What follows belongs to an exercise in optimizing a design on an open flow for small area; a production flow would make more cautious choices. The RTL was checked by simulation tests, not by an equivalence proof against the original design. Power figures rest on the tool's default switching activity, not on a simulated workload.

build 65:
Design Calculadora_Top, start of the top module:
module Calculadora_Top(
    input logic [3:0] cmd,
    input logic reset, clock,
    output logic [7:0] d0, d1, d2, d3, d4, d5, d6, d7
);
export LEC_CHECK = 0
export CAP_MARGIN = 20
export CORE_MARGIN = 2
export CORE_UTILIZATION = 75
export SLEW_MARGIN = 20
create_clock -name core_clock -period 15.0 [get_ports {clock}]
standard.sh (not shown) runs the stock make flow with config.mk's settings and CLKGATE_MAP_FILE= SYNTH_SCRIPT=/design/flow/synth_recipe.tcl, a recipe that flattens the netlist after the stock synthesis.
==> flow/flow/run.sh <==
#!/bin/bash
# Standard synthesis, then an area-oriented re-mapping of its combinational
# cells (flip-flops and full adders untouched, so the registers are exactly the
# standard synthesis's), proven equal to the standard netlist, then the
# standard ORFS layout steps. Every tool's output goes to a log file here.
set -euo pipefail
HERE=$(pwd)
LIB=$FLOW_HOME/platforms/sky130hd/lib/sky130_fd_sc_hd__tt_025C_1v80.lib
R=$HERE/orfs/results/sky130hd/Calculadora_Top/base
YOSYS=$(command -v yosys || echo /OpenROAD-flow-scripts/tools/install/yosys/bin/yosys)
STA=$(command -v sta || echo /OpenROAD-flow-scripts/tools/install/OpenROAD/bin/sta)
PY=$(command -v python3 || command -v python)

bash standard.sh synth > synth.log 2>&1
cp $R/1_2_yosys.v $R/1_2_yosys_std.v

$YOSYS -q -p "read_liberty -ignore_miss_func $LIB; write_verilog -noattr cells_all.v" > cells.log 2>&1
$PY flow/comb_models.py cells_all.v comb_models.v > models.log 2>&1

# candidates: a plain area script and deep synthesis with a few seeds
remap() {  # name abc-script
  sed -e "s#@SEED@#${3:-1}#" $2 > abc_$1.script
  sed -e "s#@LIB@#$LIB#g; s#@IN@#$R/1_2_yosys_std.v#; s#@OUT@#net_$1.v#; s#@TOP@#$FLOW_TOP#; s#@ABC@#$HERE/abc_$1.script#; s#@STAT@#stat_$1.txt#" flow/remap.ys > remap_$1.ys
  $YOSYS -s remap_$1.ys > remap_$1.log 2>&1 || return 0
  sed -e "s#@STD@#$R/1_2_yosys_std.v#; s#@NEW@#net_$1.v#; s#@TOP@#$FLOW_TOP#" flow/equiv.ys > equiv_$1.ys
  if $YOSYS -s equiv_$1.ys > equiv_$1.log 2>&1; then
    sed -e "s#@LIB@#$LIB#; s#@NET@#net_$1.v#; s#@TOP@#$FLOW_TOP#; s#@SDC@#$FLOW_SDC#" flow/sta.tcl > sta_$1.tcl
    $STA -no_init -exit sta_$1.tcl > sta_$1.log 2>&1 || true
    echo "$1 $(awk "/Chip area/{print \$NF}" stat_$1.txt) $(awk "/worst slack/{print \$NF}" sta_$1.log)" >> candidates.txt
  fi
}
: > candidates.txt
remap std flow/area_std.abc &
remap d7 flow/area_deep.abc 7 &
remap d1 flow/area_deep.abc 1 &
remap d13 flow/area_deep.abc 13 &
wait
# smallest area among proven candidates with unplaced slack >= -0.6 ns, else the
# plain script's, else the standard netlist
BEST=$(awk '$3 != "" && $3 >= -0.6 {print $2, $1}' candidates.txt | sort -n | head -1 | awk '{print $2}')
[ -z "$BEST" ] && BEST=$(awk '$1 == "std" {print $1}' candidates.txt)
echo "chosen: ${BEST:-standard}" >> candidates.txt
if [ -n "$BEST" ]; then cp net_$BEST.v $R/1_2_yosys.v; fi

rm -f $R/1_synth.odb $R/1_synth.sdc
# port buffers: the smallest buffer; clock tree: clkbuf_8 clusters of at most
# 12 sinks, without CTS's dummy balancing loads
bash standard.sh finish BUFFER_PORTS_ARGS="-buffer_cell sky130_fd_sc_hd__buf_1" \
  "CTS_ARGS=-sink_clustering_enable -repair_clock_nets -dont_use_dummy_load -buf_list sky130_fd_sc_hd__clkbuf_8 -sink_clustering_size 12" \
  > finish.log 2>&1
Other scripts of this flow, unchanged in this note and not shown: flow/flow/area_deep.abc, flow/flow/area_std.abc, flow/flow/comb_models.py, flow/flow/equiv.ys, flow/flow/remap.ys, flow/flow/sta.tcl
The following lists how build 45 was set up differently from build 65:
# build 65
export LEC_CHECK = 0
export CAP_MARGIN = 20
export CORE_MARGIN = 2
export CORE_UTILIZATION = 75
export SLEW_MARGIN = 20
create_clock -name core_clock -period 15.0 [get_ports {clock}]
# build 45
export LEC_CHECK = 0
export CAP_MARGIN = 20
export CORE_MARGIN = 2
export CORE_UTILIZATION = 60
export CTS_BUF_LIST = sky130_fd_sc_hd__clkbuf_8
export CTS_CLUSTER_SIZE = 12
export SLEW_MARGIN = 20
create_clock -name core_clock -period 15.0 [get_ports {clock}]
--- a/flow/flow/run.sh
+++ b/flow/flow/run.sh
@@ -45,6 +45,6 @@
 rm -f $R/1_synth.odb $R/1_synth.sdc
-# port buffers: the smallest buffer; clock tree: clkbuf_8 clusters of at most
-# 12 sinks, without CTS's dummy balancing loads
+# port buffers: the smallest buffer; clock tree: clkbuf_16 clusters of at most
+# 24 sinks, without CTS's dummy balancing loads
 bash standard.sh finish BUFFER_PORTS_ARGS="-buffer_cell sky130_fd_sc_hd__buf_1" \
-  "CTS_ARGS=-sink_clustering_enable -repair_clock_nets -dont_use_dummy_load -buf_list sky130_fd_sc_hd__clkbuf_8 -sink_clustering_size 12" \
+  "CTS_ARGS=-sink_clustering_enable -repair_clock_nets -dont_use_dummy_load -buf_list sky130_fd_sc_hd__clkbuf_16 -sink_clustering_size 24" \
   > finish.log 2>&1
==> comparison <==
Against build 65, build 45 comes in 3 lower on number of iterations in the first detailed-routing pass. Going from build 65 to build 45, per-cell routed wire length down 2.0%; wire length higher. Both conditions hold for build 45: the flow ran to the end and the final layout passed the timing, DRC and antenna checks. Build 65: done, clean on timing, DRC and antenna. Cell leakage power | build 45 above build 65.
## Diff of input files: build 80 against build 45
--- a/flow/flow/run.sh
+++ b/flow/flow/run.sh
@@ -19,5 +19,5 @@
 
-# candidates: a plain area script and deep synthesis with a few seeds
-remap() {  # name abc-script
-  sed -e "s#@SEED@#${3:-1}#" $2 > abc_$1.script
+# candidates: a plain area script, and deep synthesis (one or two rounds)
+remap() {  # name abc-script [seed [second seed]]
+  sed -e "s#@SEED@#${3:-1}#; s#@SEED2@#${4:-1}#" $2 > abc_$1.script
   sed -e "s#@LIB@#$LIB#g; s#@IN@#$R/1_2_yosys_std.v#; s#@OUT@#net_$1.v#; s#@TOP@#$FLOW_TOP#; s#@ABC@#$HERE/abc_$1.script#; s#@STAT@#stat_$1.txt#" flow/remap.ys > remap_$1.ys
@@ -34,4 +34,4 @@
 remap d7 flow/area_deep.abc 7 &
-remap d1 flow/area_deep.abc 1 &
-remap d13 flow/area_deep.abc 13 &
+remap c7_16 flow/area_deep2.abc 7 16 &
+remap c7_3 flow/area_deep2.abc 7 3 &
 wait
@@ -45,6 +45,6 @@
 rm -f $R/1_synth.odb $R/1_synth.sdc
-# port buffers: the smallest buffer; clock tree: clkbuf_16 clusters of at most
-# 24 sinks, without CTS's dummy balancing loads
+# port buffers: the smallest buffer; clock tree: clkbuf_8 clusters of at most
+# 12 sinks, without CTS's dummy balancing loads
 bash standard.sh finish BUFFER_PORTS_ARGS="-buffer_cell sky130_fd_sc_hd__buf_1" \
-  "CTS_ARGS=-sink_clustering_enable -repair_clock_nets -dont_use_dummy_load -buf_list sky130_fd_sc_hd__clkbuf_16 -sink_clustering_size 24" \
+  "CTS_ARGS=-sink_clustering_enable -repair_clock_nets -dont_use_dummy_load -buf_list sky130_fd_sc_hd__clkbuf_8 -sink_clustering_size 12" \
   > finish.log 2>&1
==> flow/flow/area_deep2.abc (new file) <==
&get -n
&st
&deepsyn -T 60 -S @SEED@
&deepsyn -T 60 -S @SEED2@
&dch -f
&nf -R 1000
&put
&get -n
&st
&dch -f
&nf -R 1000
&put
==> comparison <==
Between build 45 and build 80, the flow reports final layout net count increasing slightly. Worst setup slack: build 80 vs build 45 up 120 ps. Higher post-layout instance count excluding filler cells among build 45 and build 80: build 80. The run showing the greater global routing met3 resource utilization is build 80.
--- input diff build 80..build 6 ---
--- a/flow/flow/run.sh
+++ b/flow/flow/run.sh
@@ -19,5 +19,5 @@
 
-# candidates: a plain area script, and deep synthesis (one or two rounds)
-remap() {  # name abc-script [seed [second seed]]
-  sed -e "s#@SEED@#${3:-1}#; s#@SEED2@#${4:-1}#" $2 > abc_$1.script
+# candidates: a plain area script and deep synthesis with a few seeds
+remap() {  # name abc-script
+  sed -e "s#@SEED@#${3:-1}#" $2 > abc_$1.script
   sed -e "s#@LIB@#$LIB#g; s#@IN@#$R/1_2_yosys_std.v#; s#@OUT@#net_$1.v#; s#@TOP@#$FLOW_TOP#; s#@ABC@#$HERE/abc_$1.script#; s#@STAT@#stat_$1.txt#" flow/remap.ys > remap_$1.ys
@@ -34,4 +34,4 @@
 remap d7 flow/area_deep.abc 7 &
-remap c7_16 flow/area_deep2.abc 7 16 &
-remap c7_3 flow/area_deep2.abc 7 3 &
+remap d1 flow/area_deep.abc 1 &
+remap d13 flow/area_deep.abc 13 &
 wait
@@ -45,6 +45,2 @@
 rm -f $R/1_synth.odb $R/1_synth.sdc
-# port buffers: the smallest buffer; clock tree: clkbuf_8 clusters of at most
-# 12 sinks, without CTS's dummy balancing loads
-bash standard.sh finish BUFFER_PORTS_ARGS="-buffer_cell sky130_fd_sc_hd__buf_1" \
-  "CTS_ARGS=-sink_clustering_enable -repair_clock_nets -dont_use_dummy_load -buf_list sky130_fd_sc_hd__clkbuf_8 -sink_clustering_size 12" \
-  > finish.log 2>&1
+bash standard.sh finish BUFFER_PORTS_ARGS="-buffer_cell sky130_fd_sc_hd__buf_1" > finish.log 2>&1
removed: flow/flow/area_deep2.abc
Results
Build 6 completed every stage of the flow, and the final layout passed the timing, DRC and antenna checks. Side by side, power density normalized to cell area turned out higher in build 6 than in build 80. Leakage power figure delta (build 6 − build 80): unfavourable. Against build 80, cell area in build 6 rose slightly. Cell depth of the worst setup path sits higher in build 6 than in build 80. Final wirelength, build 80 and build 6: smaller value in build 6. Build 6 ended up with calculo.acc[31] as its capturing element of the worst setup path; build 80 ended up with calculo.acc[30].

-- afterwards: timing with drivers on the ports --
The flow's constraints put no driver on any port. The routed layouts listed below were extracted and timed again, unchanged, in two steps.
Step 1 assumes that a clkbuf_16 drives the clock port and a buf_2 every other input.
Step 2 times the ports against the registers' clock, not the clock port: input delays grow and output delays shrink by t, the midpoint of the rising clock arrivals with the driver on.
a / b / c = no drivers / after step 1 / after step 2; a / b = the first two.
run | shift t [ns] | setup WS [ns] | hold WS [ns] | worst slew at a driven data input, ns | cell pins on the clock port's net
build 65 | 0.511 | 1.099 / 1.099 / 1.099 | 0.453 / 0.453 / 0.453 | 0.04 | 1
build 45 | 0.476 | 1.201 / 1.201 / 1.201 | 0.444 / 0.444 / 0.444 | 0.03 | 1
build 80 | 0.504 | 1.323 / 1.323 / 1.323 | 0.463 / 0.463 / 0.463 | 0.04 | 1
build 6 | 0.511 | 1.215 / 1.215 / 1.215 | 0.464 / 0.464 / 0.464 | 0.03 | 1
After both steps every run listed still meets setup and hold.
